This is an optimization exercise on Yosys and OpenROAD, whose aim is small area, not a production implementation.
The RTL was checked by simulation tests, not by an equivalence proof against the original design.
The clock port is modelled as an ideal driver; clocking choices that lean on that would not hold on a real chip.
No activity file was given, so power comes from the tool's default toggle rates.

==> flow/design.v <==
`timescale 1ns / 1ps
module meanfilter #(
    parameter           DATA_WITH    =  24,
    parameter    [7:0]  MEAN_Level   =  7
)
(
    input       wire                        clk,
    input       wire                        rst,
    input       wire                        en,
    input       wire                        iValid,
    input       wire [DATA_WITH-1:0]        iData,
    output      wire [DATA_WITH + MEAN_Level -1:0] oData,
    output      wire                        oReady
);
reg  [4:0]  v;       
reg         p11;     
reg         p00;     
reg         z;       
reg         l0;      
reg  [1:0]  cn;      
reg  [30:0] rn;      
reg  [3:0]  tn;      
wire st0 = iValid & ~v[0];
wire st1 = v[0] & ~v[1];
wire st2 = v[1] & ~v[2];
wire st3 = v[2] & ~v[3];
wire st4 = v[3] & ~v[4];
wire p0  = ~(st1 | st2 | st3 | st4);
wire shift = en & (st0 | st1 | st2 | st3 | (st4 & ~z));
wire wrap = (p11 & ~iData[23] & ~iData[22]) | (p00 & iData[23] & iData[22]);
wire [6:0] xdn = ~(({7{p0}}  & iData[6:0]) | ({7{st1}} & iData[13:7]) |
                   ({7{st2}} & iData[20:14]) | ({7{st3}} & {4'b0, iData[23:21]}));
wire ga = z | p0;
wire gb = z | st4;
wire gw = gb | (p0 & wrap);
wire [6:0] an = {rn[6:3] | {4{ga | st4}}, rn[2:0] | {3{ga}}};
wire [6:0] bn = ~(rn[13:7] | {{4{gw | st3}}, {2{gw}}, gb});
wire [1:0] cin = p0 ? {~wrap | z | rn[7], 1'b0} : cn;
wire [6:0] psn = an ^ bn ^ xdn;
wire [6:0] pcn = (an & bn) | (an & xdn) | (bn & xdn);
wire [7:0] rcn;
wire [6:0] dn;
assign dn[0]  = psn[0] ^ cin[0] ^ cin[1];
assign rcn[0] = (psn[0] & cin[0]) | (psn[0] & cin[1]) | (cin[0] & cin[1]);
genvar j;
generate for (j = 1; j < 7; j = j + 1) begin : g_rip
    assign dn[j]  = psn[j] ^ pcn[j-1] ^ rcn[j-1];
    assign rcn[j] = (psn[j] & pcn[j-1]) | (psn[j] & rcn[j-1]) | (pcn[j-1] & rcn[j-1]);
end endgenerate
always @(posedge clk) begin
    v[0] <= iValid;
    if (rst)
        v[4:1] <= 4'd0;
    else
        v[4:1] <= v[3:0];
    p11 <= iData[23] & iData[22];
    p00 <= ~(iData[23] | iData[22]);
    if (rst)
        z <= 1'b1;
    else if (en & st0 & wrap)
        z <= 1'b1;
    else if (en & st4)
        z <= 1'b0;
    if (en & st4)
        l0 <= z;
    cn <= {pcn[6], rcn[6]};
    tn <= dn[6:3];
    if (shift)
        rn <= {dn[2:0], tn, rn[30:7]};
end
assign oData  = en ? (z ? 31'd0 : ~rn & {24'hffffff, {7{~l0}}}) : {iData, 7'b0};
assign oReady = v[4];
endmodule
==> flow/flow/run.sh <==
#!/bin/bash
set -euo pipefail
rm -rf scripts_local
cp -r "$FLOW_HOME/scripts" scripts_local
cp flow/abc_area.script scripts_local/abc_area.script
export SCRIPTS_DIR="$PWD/scripts_local"
export BUFFER_PORTS_ARGS="-buffer_cell sky130_fd_sc_hd__buf_1"
export PRE_CTS_TCL="$PWD/flow/manual_cts.tcl"
export CTS_ARGS="-clk_nets clk -dont_use_dummy_load"
export MCTS_N=3 MCTS_CELL=sky130_fd_sc_hd__clkbuf_8 MCTS_ROOT=sky130_fd_sc_hd__clkbuf_1
RES="$PWD/orfs/results/sky130hd/meanfilter/base"
bash standard.sh "$RES/1_2_yosys.v" > synth.log 2>&1
python3 flow/fa_pins.py "$RES/1_2_yosys.v" > fa_pins.log 2>&1
# the platform's don't-use cells, plus the larger plain buffers, so that repair
# buffers high-fanout nets with buf_1/buf_2
DONT_USE="sky130_fd_sc_hd__probe_p_8 sky130_fd_sc_hd__probec_p_8 sky130_fd_sc_hd__lpflow_bleeder_1 sky130_fd_sc_hd__lpflow_clkbufkapwr_1 sky130_fd_sc_hd__lpflow_clkbufkapwr_16 sky130_fd_sc_hd__lpflow_clkbufkapwr_2 sky130_fd_sc_hd__lpflow_clkbufkapwr_4 sky130_fd_sc_hd__lpflow_clkbufkapwr_8 sky130_fd_sc_hd__lpflow_clkinvkapwr_1 sky130_fd_sc_hd__lpflow_clkinvkapwr_16 sky130_fd_sc_hd__lpflow_clkinvkapwr_2 sky130_fd_sc_hd__lpflow_clkinvkapwr_4 sky130_fd_sc_hd__lpflow_clkinvkapwr_8 sky130_fd_sc_hd__lpflow_decapkapwr_12 sky130_fd_sc_hd__lpflow_decapkapwr_3 sky130_fd_sc_hd__lpflow_decapkapwr_4 sky130_fd_sc_hd__lpflow_decapkapwr_6 sky130_fd_sc_hd__lpflow_decapkapwr_8 sky130_fd_sc_hd__lpflow_inputiso0n_1 sky130_fd_sc_hd__lpflow_inputiso0p_1 sky130_fd_sc_hd__lpflow_inputiso1n_1 sky130_fd_sc_hd__lpflow_inputiso1p_1 sky130_fd_sc_hd__lpflow_inputisolatch_1 sky130_fd_sc_hd__lpflow_isobufsrc_1 sky130_fd_sc_hd__lpflow_isobufsrc_16 sky130_fd_sc_hd__lpflow_isobufsrc_2 sky130_fd_sc_hd__lpflow_isobufsrc_4 sky130_fd_sc_hd__lpflow_isobufsrc_8 sky130_fd_sc_hd__lpflow_isobufsrckapwr_16 sky130_fd_sc_hd__lpflow_lsbuf_lh_hl_isowell_tap_1 sky130_fd_sc_hd__lpflow_lsbuf_lh_hl_isowell_tap_2 sky130_fd_sc_hd__lpflow_lsbuf_lh_hl_isowell_tap_4 sky130_fd_sc_hd__lpflow_lsbuf_lh_isowell_4 sky130_fd_sc_hd__lpflow_lsbuf_lh_isowell_tap_1 sky130_fd_sc_hd__lpflow_lsbuf_lh_isowell_tap_2 sky130_fd_sc_hd__lpflow_lsbuf_lh_isowell_tap_4 sky130_fd_sc_hd__buf_4 sky130_fd_sc_hd__buf_6 sky130_fd_sc_hd__buf_8 sky130_fd_sc_hd__buf_12 sky130_fd_sc_hd__buf_16 sky130_fd_sc_hd__clkbuf_4 sky130_fd_sc_hd__clkbuf_16 sky130_fd_sc_hd__dlygate4sd1_1 sky130_fd_sc_hd__dlygate4sd2_1 sky130_fd_sc_hd__dlygate4sd3_1 sky130_fd_sc_hd__clkdlybuf4s15_1 sky130_fd_sc_hd__clkdlybuf4s15_2 sky130_fd_sc_hd__clkdlybuf4s18_1 sky130_fd_sc_hd__clkdlybuf4s18_2 sky130_fd_sc_hd__clkdlybuf4s25_1 sky130_fd_sc_hd__clkdlybuf4s25_2 sky130_fd_sc_hd__clkdlybuf4s50_1 sky130_fd_sc_hd__clkdlybuf4s50_2 sky130_fd_sc_hd__dlymetal6s2s_1 sky130_fd_sc_hd__dlymetal6s4s_1 sky130_fd_sc_hd__dlymetal6s6s_1"
bash standard.sh DONT_USE_CELLS="$DONT_USE" finish > standard.log 2>&1
==> flow/flow/abc_area.script <==
strash
dch -f
map -a
strash
dch -f
amap
==> flow/flow/fa_pins.py <==
#!/usr/bin/env python3
"""Reorder the inputs of every full-adder cell in a Yosys netlist so that the
latest-arriving input uses the cell's fastest input pin (CIN), the next one B
and the earliest one A. A full adder is symmetric in its three inputs, so the
function of the netlist is unchanged. Arrival times are a rough estimate from
the netlist's structure: inputs at 1.1 ns, register outputs at 0.35 ns, 0.45 ns
per full adder and 0.15 ns per other gate.
usage: fa_pins.py netlist.v  (rewritten in place)"""
import re
import sys

path = sys.argv[1]
text = open(path).read()
inst_re = re.compile(r'(sky130_fd_sc_hd__(\w+))\s+(\S+)\s*\((.*?)\);', re.S)
pin_re = re.compile(r'\.(\w+)\(\s*([^()]*?)\s*\)')
insts = []
for m in inst_re.finditer(text):
    pins = {p: n.strip() for p, n in pin_re.findall(m.group(4))}
    insts.append((m, m.group(2), pins))

OUTPINS = {'X', 'Y', 'Q', 'Q_N', 'COUT', 'SUM', 'HI', 'LO'}
driver = {}
for idx, (m, cell, pins) in enumerate(insts):
    for p, n in pins.items():
        if p in OUTPINS:
            driver[n] = idx

sys.setrecursionlimit(10000)
memo = {}


def arrival(net):
    if net in memo:
        return memo[net]
    memo[net] = 0.0
    idx = driver.get(net)
    if idx is None:
        t = 1.1 if not re.match(r"^\d+'", net) else 0.0
    else:
        cell, pins = insts[idx][1], insts[idx][2]
        if cell.startswith(('dfxtp', 'edfxtp', 'dfrtp', 'sdf', 'dfx')):
            t = 0.35
        else:
            ins = [n for p, n in pins.items() if p not in OUTPINS]
            d = 0.45 if cell.startswith('fa_') else 0.15
            t = max([arrival(n) for n in ins] or [0.0]) + d
    memo[net] = t
    return t


out = []
last = 0
swapped = 0
for m, cell, pins in insts:
    if not cell.startswith('fa_'):
        continue
    nets = [pins['A'], pins['B'], pins['CIN']]
    order = sorted(nets, key=arrival)
    new = {'A': order[0], 'B': order[1], 'CIN': order[2]}
    if [new['A'], new['B'], new['CIN']] == nets:
        continue
    swapped += 1
    body = m.group(4)
    body = re.sub(r'\.A\(\s*[^()]*?\s*\)', '.A(@@A@@)', body, count=1)
    body = re.sub(r'\.B\(\s*[^()]*?\s*\)', '.B(@@B@@)', body, count=1)
    body = re.sub(r'\.CIN\(\s*[^()]*?\s*\)', '.CIN(@@CIN@@)', body, count=1)
    for p in ('A', 'B', 'CIN'):
        n = new[p]
        body = body.replace('@@%s@@' % p, n + (' ' if n.startswith('\\') else ''))
    out.append(text[last:m.start(4)])
    out.append(body)
    last = m.end(4)
out.append(text[last:])
open(path, 'w').write(''.join(out))
print('fa_pins: reordered inputs of %d full adders' % swapped)
==> flow/flow/manual_cts.tcl <==
# Clock buffering done by hand, in place of TritonCTS's H-tree: the clock port
# drives one root buffer (MCTS_ROOT) and the root drives MCTS_N leaf buffers
# (MCTS_CELL), each driving the clock pins of one group of registers, the
# groups split by x position into equal sizes. Each buffer sits at the centroid
# of what it drives; detailed placement legalizes them afterwards.
set nbuf [expr {[info exists ::env(MCTS_N)] ? $::env(MCTS_N) : 3}]
set cell [expr {[info exists ::env(MCTS_CELL)] ? $::env(MCTS_CELL) : "sky130_fd_sc_hd__clkbuf_8"}]
set rootcell [expr {[info exists ::env(MCTS_ROOT)] ? $::env(MCTS_ROOT) : "sky130_fd_sc_hd__clkbuf_2"}]
set block [ord::get_db_block]
set clknet [$block findNet clk]
set master [[ord::get_db] findMaster $cell]
set sinks {}
foreach it [$clknet getITerms] {
  set loc [[$it getInst] getLocation]
  lappend sinks [list [lindex $loc 0] [lindex $loc 1] $it]
}
# groups: split by x into MCTS_N strips, or with MCTS_QUAD=1 into four
# quadrants (halves by x, then each half by y)
set groups {}
if {[info exists ::env(MCTS_QUAD)] && $::env(MCTS_QUAD)} {
  set sinks [lsort -integer -index 0 $sinks]
  set n [llength $sinks]
  foreach half [list [lrange $sinks 0 [expr {$n / 2 - 1}]] [lrange $sinks [expr {$n / 2}] end]] {
    set half [lsort -integer -index 1 $half]
    set m [llength $half]
    lappend groups [lrange $half 0 [expr {$m / 2 - 1}]] [lrange $half [expr {$m / 2}] end]
  }
} else {
  set sinks [lsort -integer -index 0 $sinks]
  set n [llength $sinks]
  for {set b 0} {$b < $nbuf} {incr b} {
    lappend groups [lrange $sinks [expr {$b * $n / $nbuf}] [expr {($b + 1) * $n / $nbuf - 1}]]
  }
}
set nbuf [llength $groups]
set rootnet [odb::dbNet_create $block "clk_root"]
$rootnet setSigType CLOCK
set rx 0; set ry 0
for {set b 0} {$b < $nbuf} {incr b} {
  set grp [lindex $groups $b]
  set net [odb::dbNet_create $block "clk_leaf_$b"]
  $net setSigType CLOCK
  set inst [odb::dbInst_create $block $master "clk_leaf_buf_$b"]
  set sx 0; set sy 0
  foreach s $grp {
    set it [lindex $s 2]
    $it disconnect
    $it connect $net
    incr sx [lindex $s 0]; incr sy [lindex $s 1]
  }
  [$inst findITerm A] connect $rootnet
  [$inst findITerm X] connect $net
  set x [expr {$sx / [llength $grp]}]; set y [expr {$sy / [llength $grp]}]
  $inst setLocation $x $y
  $inst setPlacementStatus PLACED
  incr rx $x; incr ry $y
}
set root [odb::dbInst_create $block [[ord::get_db] findMaster $rootcell] "clk_root_buf"]
[$root findITerm A] connect $clknet
[$root findITerm X] connect $rootnet
$root setLocation [expr {$rx / $nbuf}] [expr {$ry / $nbuf}]
$root setPlacementStatus PLACED
==> flow/standard.sh <==
#!/bin/bash
# synth_recipe.tcl (not shown) runs the flow's synth.tcl, then flattens the netlist and writes it again
# the make line also repeats each setting of config.mk as NAME=value (left out here)
make -C /OpenROAD-flow-scripts/flow DESIGN_CONFIG=/design/flow/config.mk WORK_HOME=/design/flow/orfs CLKGATE_MAP_FILE= SYNTH_SCRIPT=/design/flow/synth_recipe.tcl "${@:-finish}"
==> flow/config.mk <==
export PLATFORM = sky130hd
export DESIGN_NAME = meanfilter
export DESIGN_NICKNAME = meanfilter
export VERILOG_FILES = /design/flow/design.v
export SDC_FILE = /design/flow/constraint.sdc
export NUM_CORES = 4
export LEC_CHECK = 0
export ABC_AREA = 1
export CAP_MARGIN = 0
export CORE_MARGIN = 2
export CORE_UTILIZATION = 65
export SLEW_MARGIN = 0
==> flow/constraint.sdc <==
create_clock -name core_clock -period 5.0 [get_ports {clk}]
set_input_delay 1.0000 -clock core_clock [delete_from_list [all_inputs] [get_ports {clk}]]
set_output_delay 1.0000 -clock core_clock [all_outputs]
set_load 0.01 [all_outputs]
==> results of run 1 <==
[repair_timing]
item,in CTS,in global routing
setup endpoints to repair,2,0
gates resized for setup,6,0
endpoints found under the hold margin,0,0
[metal layers]
metal,global-route usage,wire length [µm],up-vias
li1,-,-,791
met1,0.362,1880,829
met2,0.525,2690,114
met3,0.0448,436,14
met4,0.0932,110,0
met5,0,0,-
[flip-flops by register name, indices dropped and copies added, names as in the netlist]
signal,flops
cn,2
l0,1
p00,1
p11,1
rn,31
tn,4
v,5
z,1
[worst min-delay path by stage]
stage / slack (ns) / depth (start not counted) / to
after global placement: 0.40 / 0 / rn[24]
after CTS: 0.40 / 0 / rn[26]
after floorplan: 0.39 / 0 / rn[24]
after global routing: 0.43 / 0 / rn[24]
final: 0.42 / 0 / rn[26]
after detailed placement: 0.39 / 0 / rn[24]
[layout by cell type (no fill, tap or decap)]
cell / count
fa_1: 10
or2_1: 1
nor2_2: 1
a21oi_1: 1
buf_2: 6
or3_1: 7
o22a_1: 1
edfxtp_1: 32
a222oi_1: 4
dfxtp_1: 14
a221o_1: 2
o21ai_0: 18
clkbuf_1: 1
buf_1: 64
a22oi_2: 1
nor2_1: 23
or2_0: 1
nor3_1: 8
nor2b_1: 1
a221oi_1: 2
clkinv_1: 19
nand2_1: 18
clkbuf_8: 3
o22ai_1: 9
nand3_1: 1
fa_2: 4
o2bb2ai_1: 1
[per-stage QoR]
| step | hold WS (ns) | utilization |
|---|---|---|
| finish | 0.424 | 0.812 |
| global route | 0.426 | 0.812 |
| CTS | 0.399 | 0.812 |
| detailed placement | 0.391 | 0.793 |
| global placement | 0.399 | 0.793 |
| floorplan | 0.386 | - |
[power by group through the flow]
stage / Sequential (µW) / Clock (µW) / Combinational (µW)
floorplan: 500 / 0 / 80.9
global placement: 509 / 0 / 128
detailed placement: 512 / 0 / 133
CTS: 514 / 121 / 139
global route: 509 / 174 / 160
finish: 506 / 165 / 144
[cell families after synthesis]
family / count (synthesis)
fa+ha+maj: 14
flops: 46
buf+inv: 19
compound gates: 39
simple gates: 61
[critical path, delay by kind of cell (launching register included)]
family	cells	cell delay (ns)
AND/OR/NAND/NOR	3	0.64
adder cells (fa/ha/maj)	8	3.15
AO/OA/AOI/OAI	1	0.38
flip-flops	1	0.34
buffers and inverters	2	0.15
[cell type report]
| type | count | area, µm² |
|---|---|---|
| sequential | 46 | 1240 |
| multi-input combinational | 114 | 817 |
| fill | 204 | 578 |
| timing repair buffer | 70 | 270 |
| inverter | 19 | 71.3 |
| tap | 44 | 55.1 |
| buffer | 4 | 45.0 |
==> impl_metrics.env, run 1 <==
export IMPL_crit_type="flop to flop"
export IMPL_fin_nets=297
export IMPL_ir_drop_mv=0.330
export IMPL_synth_nets=221
export IMPL_switching_share=0.272
export IMPL_cp_required_ns=5.38
export IMPL_synth_top_area_share=0.455
export IMPL_p_switching_uw=221
export IMPL_firstDrtPassIters=7
export IMPL_antenna_found_initial=0
export IMPL_drtAntennaViolNets=0
export IMPL_finalCriticalPeriod_ns=4.78
export IMPL_grt_setup_unrepaired="no"
export IMPL_rows=20
export IMPL_routed_wl_mm=5.11
export IMPL_slew_headroom=0.390
export IMPL_p_total_uw=814
export IMPL_setup_viol=0
export IMPL_synth_simple_area_share=0.126
export IMPL_rr_startpoint="v[2]"
export IMPL_status="no timing/DRC/antenna violations"
export IMPL_gp_congestion=0.880
export IMPL_p_int_uw=593
export IMPL_setup_ws_ns=0.224
export IMPL_start_util=0.686
export IMPL_power_frac_seq=0.621
export IMPL_design_area_um2=2500
export IMPL_finalCritPeriodShare=0.955
export IMPL_yosysSeqAreaShare=0.588
export IMPL_placedCellCount=293
export IMPL_synthAdderAreaFrac=0.133
export IMPL_ys_top_cells_by_area="edfxtp_1 (45%), dfxtp_1 (13%), fa_1 (13%)"
export IMPL_num_vias=1748
export IMPL_clock_skew_ns=0.0142
export IMPL_synth_area_per_cell_um2=11.8
export IMPL_crit_path_end_kind="flop"
export IMPL_syn_area_um2=2110
export IMPL_hp_class="flop to flop"
export IMPL_tightest_slew_ns=0.913
export IMPL_synth_top_area_cell="edfxtp_1"
export IMPL_r2r_end="tn[3]"
export IMPL_grt_pass1_wl_mm=7.90
export IMPL_placed_cell_area_um2=2440
export IMPL_worstPathArrival_ns=5.16
export IMPL_worstPathCellList="clkinv_1, nor2_1, or3_1, nor2_1, a221o_1, fa_1, clkinv_1, fa_1, fa_2, fa_2, fa_1, fa_2, fa_2, fa_1"
export IMPL_port_buffers=59
export IMPL_p_comb_frac=0.177
export IMPL_ff2ff_setup_slack_ns=0.22
export IMPL_grt_usage=0.292
export IMPL_p_leak_uw=0.000834
export IMPL_coreArea_um2=3080
export IMPL_synth_top_family_by_area="adder cells"
export IMPL_dp_slack_ns=-0.256
export IMPL_powerDensity_nw_per_um2=326
export IMPL_die_h_um=61
export IMPL_crit_start="v[2]"
export IMPL_min_from="tn[2]"
export IMPL_synth_top_flop_cell="edfxtp_1"
export IMPL_fin_cells=297
export IMPL_start_kind="flop"
export IMPL_cts_setup_buffers=0
export IMPL_p_clk_frac=0.202
export IMPL_io_pins=60
export IMPL_wl_per_cell_um=17.2
export IMPL_max_stage_delay_ns=0.49
export IMPL_holdBufCountCts=0
export IMPL_r2r_cells=14
export IMPL_die_area_um2=3720
export IMPL_synth_most_common_cell="edfxtp_1"
export IMPL_grt_pass1_vias=1709
export IMPL_clock_latency_ns=0.49
export IMPL_hpwl_mm=3.69
export IMPL_setup_worst_path_end="tn[3]"
export IMPL_drc_errors=0
export IMPL_areaGrowthSynthToFinish_pct=18.4
export IMPL_drv_cap=0
export IMPL_synth_edf_count=32
export IMPL_synth_xor_area_share=0
export IMPL_syn_inst=179
export IMPL_diodes=0
export IMPL_tns_ns=0
export IMPL_ys_warn_count=1
export IMPL_grt_start_max_net_pins=31
export IMPL_ys_seq_elements=46
export IMPL_ys_top_cells_by_count="edfxtp_1 (32), nor2_1 (24), clkinv_1 (19)"
export IMPL_grt_ovfl_total=0
export IMPL_clock_fmax_mhz=209
export IMPL_via_per_inst=5.89
export IMPL_async_reset_ff_frac=0
export IMPL_chipWidth_um=61
export IMPL_slew_viol_final=0
export IMPL_yosysUniqueCellTypes=20
export IMPL_drive_gt1_frac=0.0593
export IMPL_path_clk_slew_ns=0.10
export IMPL_crit_path_max_fanout=4
export IMPL_finalHoldViolations=0
export IMPL_synth_compound_area_share=0.120
export IMPL_dr_first_iter_drc_count=166
export IMPL_muxShareOfSynthArea=0
export IMPL_crit_slowest_cell="fa_1"
==> inputs of run 2 (changes only) <==
==> flow/flow/abc_area.script (replaced) <==
strash
dch -f
amap
strash
dch -f
amap
strash
dch -f
amap
==> run 2 against run 1 <==
Against the previous run:
- die area is 0.54% lower
- sequential cell count unchanged
- core utilization increased by 0.42 points
- combinational power is 5% higher
- final area decreased by 0.30%
- maximum frequency fell by 0.47%
- worst hold slack lost 0.0024 ns
- synthesized area decreased by 0.59%
- via count is 1.3% higher
- register-to-register slack worse by 0.02 ns
- total power is 0.14% higher
- synthesized cell count increased by 1.7%
==> impl_metrics.env, run 2 <==
export IMPL_finalCriticalPeriod_ns=4.80
export IMPL_p_switching_uw=221
export IMPL_die_area_um2=3700
export IMPL_grt_setup_unrepaired="no"
export IMPL_syn_area_um2=2100
export IMPL_grt_start_max_net_pins=32
export IMPL_areaGrowthSynthToFinish_pct=18.7
export IMPL_wl_per_cell_um=17.6
export IMPL_die_h_um=60.8
export IMPL_cp_required_ns=5.39
export IMPL_crit_path_max_fanout=3
export IMPL_hpwl_mm=3.77
export IMPL_crit_slowest_cell="fa_1"
export IMPL_worstPathCellList="clkinv_1, nor2_2, clkinv_1, nand2_1, inv_2, a222oi_1, o21ai_1, fa_1, clkinv_1, fa_2, fa_2, fa_2, fa_2, fa_1, fa_1, fa_1"
export IMPL_start_util=0.688
export IMPL_yosysSeqAreaShare=0.591
export IMPL_crit_path_end_kind="flop"
export IMPL_finalCritPeriodShare=0.960
export IMPL_firstDrtPassIters=5
export IMPL_ys_top_cells_by_count="edfxtp_1 (32), nor2_1 (29), nand2_1 (28)"
export IMPL_drtAntennaViolNets=0
export IMPL_placedCellCount=294
export IMPL_grt_pass1_wl_mm=7.85
export IMPL_setup_viol=0
export IMPL_grt_ovfl_total=0
export IMPL_finalHoldViolations=0
export IMPL_regMostFlops="rn"
export IMPL_antenna_found_initial=0
export IMPL_slew_viol_final=0
export IMPL_coreArea_um2=3050
export IMPL_cts_setup_buffers=0
export IMPL_drv_cap=0
export IMPL_routed_wl_mm=5.26
export IMPL_status="no timing/DRC/antenna violations"
export IMPL_tns_ns=0
export IMPL_yosysUniqueCellTypes=18
export IMPL_fin_nets=298
export IMPL_ys_top_cells_by_area="edfxtp_1 (46%), dfxtp_1 (13%), fa_1 (13%)"
export IMPL_p_clk_frac=0.197
export IMPL_synth_top_area_cell="edfxtp_1"
export IMPL_clock_skew_ns=0.00917
export IMPL_drive_gt1_frac=0.0551
export IMPL_synth_area_per_cell_um2=11.5
export IMPL_start_kind="flop"
export IMPL_top_regs="rn (31), v (5), tn (4)"
export IMPL_num_vias=1770
export IMPL_gp_congestion=1.01
export IMPL_drc_errors=0
export IMPL_port_buffers=59
export IMPL_diodes=0
export IMPL_async_reset_ff_frac=0
export IMPL_synth_top_flop_cell="edfxtp_1"
export IMPL_layout_common_cells="buf_1 (67), edfxtp_1 (32), nand2_1 (28)"
export IMPL_final_common_cell="buf_1"
export IMPL_dr_first_iter_drc_count=176
export IMPL_ys_warn_count=1
export IMPL_power_frac_seq=0.618
export IMPL_grt_usage=0.298
export IMPL_via_per_inst=5.94
export IMPL_slew_headroom=0.280
export IMPL_fin_cells=298
export IMPL_ir_drop_mv=0.335
export IMPL_tightest_slew_ns=1.08
export IMPL_largest_reg_flops=31
export IMPL_p_leak_uw=0.000835
export IMPL_crit_type="flop to flop"
export IMPL_clock_latency_ns=0.51
export IMPL_ys_seq_elements=46
export IMPL_path_clk_slew_ns=0.10
export IMPL_max_stage_delay_ns=0.51
export IMPL_worstPathArrival_ns=5.19
export IMPL_synth_edf_count=32
export IMPL_switching_share=0.271
export IMPL_hp_class="flop to flop"
export IMPL_synth_most_common_cell="edfxtp_1"
export IMPL_chipWidth_um=60.8
export IMPL_p_int_uw=594
export IMPL_syn_inst=182
export IMPL_synth_top_area_share=0.458
export IMPL_rows=20
export IMPL_powerDensity_nw_per_um2=327
export IMPL_p_comb_frac=0.185
export IMPL_clock_fmax_mhz=208
export IMPL_synth_nets=224
export IMPL_grt_pass1_vias=1702
export IMPL_io_pins=60
[run 2: final cells by class]
| cell class | count | area [µm²] |
|---|---|---|
| Buffer | 4 | 45.0 |
| Fill cell | 207 | 561 |
| Inverter | 16 | 60.1 |
| Multi-Input combinational cell | 120 | 833 |
| Sequential cell | 46 | 1240 |
| Tap cell | 44 | 55.1 |
| Timing Repair Buffer | 68 | 256 |
[run 2: worst max-delay path: cells and delay by family (launching register included)]
| family | cells | cell delay (ns) |
|---|---|---|
| buffers and inverters | 4 | 0.36 |
| AOI/OAI and AO/OA | 2 | 0.51 |
| adders and majority gates | 8 | 3.19 |
| and+or+nand+nor | 2 | 0.27 |
| DFF | 1 | 0.37 |
[run 2: final timing paths]
check	startpoint	to	slack (ns)	depth (start not counted)
max	v[3]	tn[3]	0.20	16
min	tn[1]	rn[25]	0.42	0
min reg2reg	tn[1]	rn[25]	0.42	0
max reg2reg	v[3]	tn[3]	0.20	16
[run 2: timing repair]
item                       CTS  global route
pin swaps                    1             1
hold buffers                 0             0
setup endpoints to repair    2             2
gates resized for setup      6             5
[run 2: per-stage QoR]
step | instance area [µm²] | util | worst slack [ns] | hold WS (ns) | power [µW]
finish | 2490 | 0.816 | 0.202 | 0.421 | 815
global route | 2490 | 0.816 | 0.00370 | 0.427 | 844
detailed placement | 2430 | 0.795 | -0.162 | 0.391 | 648
floorplan | 2100 | - | 0.0188 | 0.386 | 581
global placement | 2430 | 0.795 | 0.00111 | 0.399 | 641
CTS | 2480 | 0.814 | 0.0413 | 0.401 | 779
[run 2: cell families after synthesis]
group                    share of synthesized area
AO/OA/AOI/OAI                                0.113
adder cells (fa/ha/maj)                      0.133
buffers and inverters                       0.0286
flip-flops                                   0.591
AND/OR/NAND/NOR                              0.133
[run 2: routing by layer]
metal  global-route usage  share of wire  wire length [µm]
met1                0.387           0.37              1960
met2                0.515           0.50              2650
met3               0.0405           0.10               541
met4                0.112          0.021               110
met5                    0              0                 0
[run 2: power by group through the flow]
stage,Clock [µW],Sequential [µW],Combinational (µW)
global route,172,507,165
floorplan,0,501,80.1
detailed placement,0,510,138
finish,161,504,151
CTS,121,512,146
global placement,0,507,134
==> inputs of run 3 (changes only) <==
--- a/flow/flow/run.sh
+++ b/flow/flow/run.sh
@@ -12,6 +12,7 @@
 bash standard.sh "$RES/1_2_yosys.v" > synth.log 2>&1
 python3 flow/fa_pins.py "$RES/1_2_yosys.v" > fa_pins.log 2>&1
-# the platform's don't-use cells, plus the larger plain buffers, so that repair
-# buffers high-fanout nets with buf_1/buf_2
+# the platform's don't-use cells, plus the larger buffers and the delay cells,
+# so that repair buffers high-fanout nets with buf_1/buf_2 (clkbuf_8 is kept
+# for the clock tree)
 DONT_USE="sky130_fd_sc_hd__probe_p_8 sky130_fd_sc_hd__probec_p_8 sky130_fd_sc_hd__lpflow_bleeder_1 sky130_fd_sc_hd__lpflow_clkbufkapwr_1 sky130_fd_sc_hd__lpflow_clkbufkapwr_16 sky130_fd_sc_hd__lpflow_clkbufkapwr_2 sky130_fd_sc_hd__lpflow_clkbufkapwr_4 sky130_fd_sc_hd__lpflow_clkbufkapwr_8 sky130_fd_sc_hd__lpflow_clkinvkapwr_1 sky130_fd_sc_hd__lpflow_clkinvkapwr_16 sky130_fd_sc_hd__lpflow_clkinvkapwr_2 sky130_fd_sc_hd__lpflow_clkinvkapwr_4 sky130_fd_sc_hd__lpflow_clkinvkapwr_8 sky130_fd_sc_hd__lpflow_decapkapwr_12 sky130_fd_sc_hd__lpflow_decapkapwr_3 sky130_fd_sc_hd__lpflow_decapkapwr_4 sky130_fd_sc_hd__lpflow_decapkapwr_6 sky130_fd_sc_hd__lpflow_decapkapwr_8 sky130_fd_sc_hd__lpflow_inputiso0n_1 sky130_fd_sc_hd__lpflow_inputiso0p_1 sky130_fd_sc_hd__lpflow_inputiso1n_1 sky130_fd_sc_hd__lpflow_inputiso1p_1 sky130_fd_sc_hd__lpflow_inputisolatch_1 sky130_fd_sc_hd__lpflow_isobufsrc_1 sky130_fd_sc_hd__lpflow_isobufsrc_16 sky130_fd_sc_hd__lpflow_isobufsrc_2 sky130_fd_sc_hd__lpflow_isobufsrc_4 sky130_fd_sc_hd__lpflow_isobufsrc_8 sky130_fd_sc_hd__lpflow_isobufsrckapwr_16 sky130_fd_sc_hd__lpflow_lsbuf_lh_hl_isowell_tap_1 sky130_fd_sc_hd__lpflow_lsbuf_lh_hl_isowell_tap_2 sky130_fd_sc_hd__lpflow_lsbuf_lh_hl_isowell_tap_4 sky130_fd_sc_hd__lpflow_lsbuf_lh_isowell_4 sky130_fd_sc_hd__lpflow_lsbuf_lh_isowell_tap_1 sky130_fd_sc_hd__lpflow_lsbuf_lh_isowell_tap_2 sky130_fd_sc_hd__lpflow_lsbuf_lh_isowell_tap_4 sky130_fd_sc_hd__buf_4 sky130_fd_sc_hd__buf_6 sky130_fd_sc_hd__buf_8 sky130_fd_sc_hd__buf_12 sky130_fd_sc_hd__buf_16 sky130_fd_sc_hd__clkbuf_4 sky130_fd_sc_hd__clkbuf_16 sky130_fd_sc_hd__dlygate4sd1_1 sky130_fd_sc_hd__dlygate4sd2_1 sky130_fd_sc_hd__dlygate4sd3_1 sky130_fd_sc_hd__clkdlybuf4s15_1 sky130_fd_sc_hd__clkdlybuf4s15_2 sky130_fd_sc_hd__clkdlybuf4s18_1 sky130_fd_sc_hd__clkdlybuf4s18_2 sky130_fd_sc_hd__clkdlybuf4s25_1 sky130_fd_sc_hd__clkdlybuf4s25_2 sky130_fd_sc_hd__clkdlybuf4s50_1 sky130_fd_sc_hd__clkdlybuf4s50_2 sky130_fd_sc_hd__dlymetal6s2s_1 sky130_fd_sc_hd__dlymetal6s4s_1 sky130_fd_sc_hd__dlymetal6s6s_1"
 bash standard.sh DONT_USE_CELLS="$DONT_USE" finish > standard.log 2>&1
==> run 3 against run 2 <==
Against the previous run:
- critical endpoint unchanged
- largest power group unchanged
- still clean
- global-route usage did not move
- synthesized area did not move
- sequential share of layout area did not move
- largest cell class unchanged
- routed wire length unchanged
- synthesized cell count did not move
- highest routed layer unchanged
==> impl_metrics.env, run 3 <==
export IMPL_status="no timing/DRC/antenna violations"
export IMPL_critical_path_top_delay_family="adder cells"
export IMPL_syn_inst=182
export IMPL_chipWidth_um=60.8
export IMPL_synth_edf_count=32
export IMPL_clock_skew_ns=0.00917
export IMPL_max_stage_delay_ns=0.51
export IMPL_hp_class="flop to flop"
export IMPL_grt_setup_unrepaired="no"
export IMPL_crit_slowest_cell="fa_1"
export IMPL_rr_startpoint="v[3]"
export IMPL_grt_pass1_wl_mm=7.85
export IMPL_worstPathCellList="clkinv_1, nor2_2, clkinv_1, nand2_1, inv_2, a222oi_1, o21ai_1, fa_1, clkinv_1, fa_2, fa_2, fa_2, fa_2, fa_1, fa_1, fa_1"
export IMPL_gr_usage_met1=0.387
export IMPL_firstDrtPassIters=5
export IMPL_areaGrowthSynthToFinish_pct=18.7
export IMPL_muxShareOfSynthArea=0
export IMPL_top_regs="rn (31), v (5), tn (4)"
export IMPL_crit_path_end_kind="flop"
export IMPL_setup_viol=0
export IMPL_regMostFlops="rn"
export IMPL_grt_pass1_vias=1702
export IMPL_min_from="tn[1]"
export IMPL_fin_util=0.816
export IMPL_grt_ovfl_total=0
export IMPL_rows=20
export IMPL_drtAntennaViolNets=0
export IMPL_antenna_found_initial=0
export IMPL_cp_required_ns=5.39
export IMPL_powerDensity_nw_per_um2=327
export IMPL_clock_latency_ns=0.51
export IMPL_hpwl_mm=3.77
export IMPL_start_util=0.688
export IMPL_synth_top_flop_cell="edfxtp_1"
export IMPL_yosysSeqAreaShare=0.591
export IMPL_use_met2=0.515
export IMPL_coreArea_um2=3050
export IMPL_grt_start_max_net_pins=32
export IMPL_path_clk_slew_ns=0.10
export IMPL_synth_nets=224
export IMPL_synth_most_common_cell="edfxtp_1"
export IMPL_die_h_um=60.8
export IMPL_synth_xor_area_share=0
export IMPL_p_leak_uw=0.000835
export IMPL_holdWs_ns=0.421
export IMPL_num_vias=1770
export IMPL_slew_headroom=0.280
export IMPL_via_per_inst=5.94
export IMPL_fin_nets=298
export IMPL_synth_compound_area_share=0.113
export IMPL_routed_wl_mm=5.26
export IMPL_tightest_slew_ns=1.08
export IMPL_crit_path_max_fanout=3
export IMPL_cts_setup_buffers=0
export IMPL_wl_per_cell_um=17.6
export IMPL_final_common_cell="buf_1"
export IMPL_finalHoldViolations=0
export IMPL_diodes=0
export IMPL_clock_fmax_mhz=208
export IMPL_synth_simple_area_share=0.133
export IMPL_worstPathArrival_ns=5.19
export IMPL_holdBufCountCts=0
export IMPL_async_reset_ff_frac=0
export IMPL_ys_top_cells_by_area="edfxtp_1 (46%), dfxtp_1 (13%), fa_1 (13%)"
export IMPL_setup_ws_ns=0.202
export IMPL_drc_errors=0
export IMPL_ys_seq_elements=46
export IMPL_path_buf_inv=4
export IMPL_drv_cap=0
export IMPL_synth_top_area_share=0.458
export IMPL_dr_first_iter_drc_count=176
export IMPL_synth_area_per_cell_um2=11.5
export IMPL_layout_common_cells="buf_1 (67), edfxtp_1 (32), nand2_1 (28)"
export IMPL_start_kind="flop"
export IMPL_top_usage_layer="met2"
export IMPL_design_area_um2=2490
export IMPL_die_area_um2=3700
export IMPL_crit_type="flop to flop"
export IMPL_ys_warn_count=1
export IMPL_crit_start="v[3]"
export IMPL_finalCriticalPeriod_ns=4.80
export IMPL_slew_viol_final=0
export IMPL_gp_congestion=1.01
export IMPL_io_pins=60
export IMPL_port_buffers=59
export IMPL_syn_area_um2=2100
export IMPL_finalCritPeriodShare=0.960
export IMPL_dp_slack_ns=-0.162
export IMPL_ir_drop_mv=0.335
export IMPL_yosysUniqueCellTypes=18
export IMPL_grt_usage=0.298
export IMPL_placed_cell_area_um2=2430
export IMPL_grtUsageMet3=0.0405
export IMPL_ys_top_cells_by_count="edfxtp_1 (32), nor2_1 (29), nand2_1 (28)"
export IMPL_drive_gt1_frac=0.0551
export IMPL_largest_reg_flops=31
export IMPL_synth_top_area_cell="edfxtp_1"
export IMPL_synthAdderAreaFrac=0.133
export IMPL_synth_top_family_by_area="adder cells"
[run 3: cell counts after synthesis]
No cell type changed its count.
[run 3: kinds of logic after synthesis]
| group | count (synthesis) |
|---|---|
| compound gates | 38 |
| simple gates | 68 |
| fa+ha+maj | 14 |
| buf+inv | 16 |
| flops | 46 |
[run 3: final cells by class]
type	count	area, µm²
plain buffers	4	45.0
fillers	207	561
inverters	16	60.1
multi-input cells	120	833
flip-flops and latches	46	1240
well taps	44	55.1
repair buffers	68	256
[run 3: power breakdown]
part / total (µW) / switching [µW] / internal (µW)
Sequential: 504 / 24.5 / 479
Combinational: 151 / 91.9 / 59.0
Clock: 161 / 105 / 56.3
Total: 815 / 221 / 594
[run 3: final timing paths]
| path | slack, ns | cells after the start | endpoint |
|---|---|---|---|
| min | 0.42 | 0 | rn[25] |
| min reg2reg | 0.42 | 0 | rn[25] |
| max | 0.20 | 16 | tn[3] |
| max reg2reg | 0.20 | 16 | tn[3] |
[run 3: timing repair]
item                                    in CTS  in global routing
endpoints found under the hold margin        0                  0
endpoints found under the setup margin       2                  2
gates resized for setup                      6                  5
pin swaps                                    1                  1
[run 3: routing by layer]
metal | up-vias | routed length [µm]
met2 | 119 | 2650
met5 | - | 0
met1 | 849 | 1960
met3 | 14 | 541
met4 | 0 | 110
li1 | 788 | -
[run 3: metrics by stage]
step	setup TNS (ns)	power [µW]	cells
after CTS	0	779	298
after detailed placement	-0.235	648	294
after global placement	0	641	294
after floorplan	0	581	182
after global routing	0	844	298
final	0	815	298

## afterwards: timing with drivers on the ports
The flow's constraints put no driver on any port. The routed layouts listed below were extracted and timed again, unchanged, in two steps. Step 1 assumes that a clkbuf_16 drives the clock port and a buf_2 every other input. Step 2 times the ports against the registers' clock, not the clock port: input delays grow and output delays shrink by t, the midpoint of the rising clock arrivals with the driver on. a / b / c = no drivers / after step 1 / after step 2; a / b = the first two.
| run | t (ns) | setup slack, ns | worst hold slack (ns) | worst setup path at the end | worst data-port slew with drivers (ns) |
|---|---|---|---|---|---|
| run 1 | 0.507 | 0.224 / 0.224 / -0.032 | 0.424 / 0.424 / 0.424 | input to register | 0.03 |
| run 2 | 0.530 | 0.202 / 0.202 / 0.020 | 0.421 / 0.421 / 0.421 | input to register | 0.03 |
| run 3 | 0.530 | 0.202 / 0.202 / 0.020 | 0.421 / 0.421 / 0.421 | input to register | 0.03 |
Met with ideal ports but missed after step 2: setup timing in run 1. The setup slack of run 1, which loses most, moves by 0.000 ns with the drivers and by -0.256 ns with both steps.
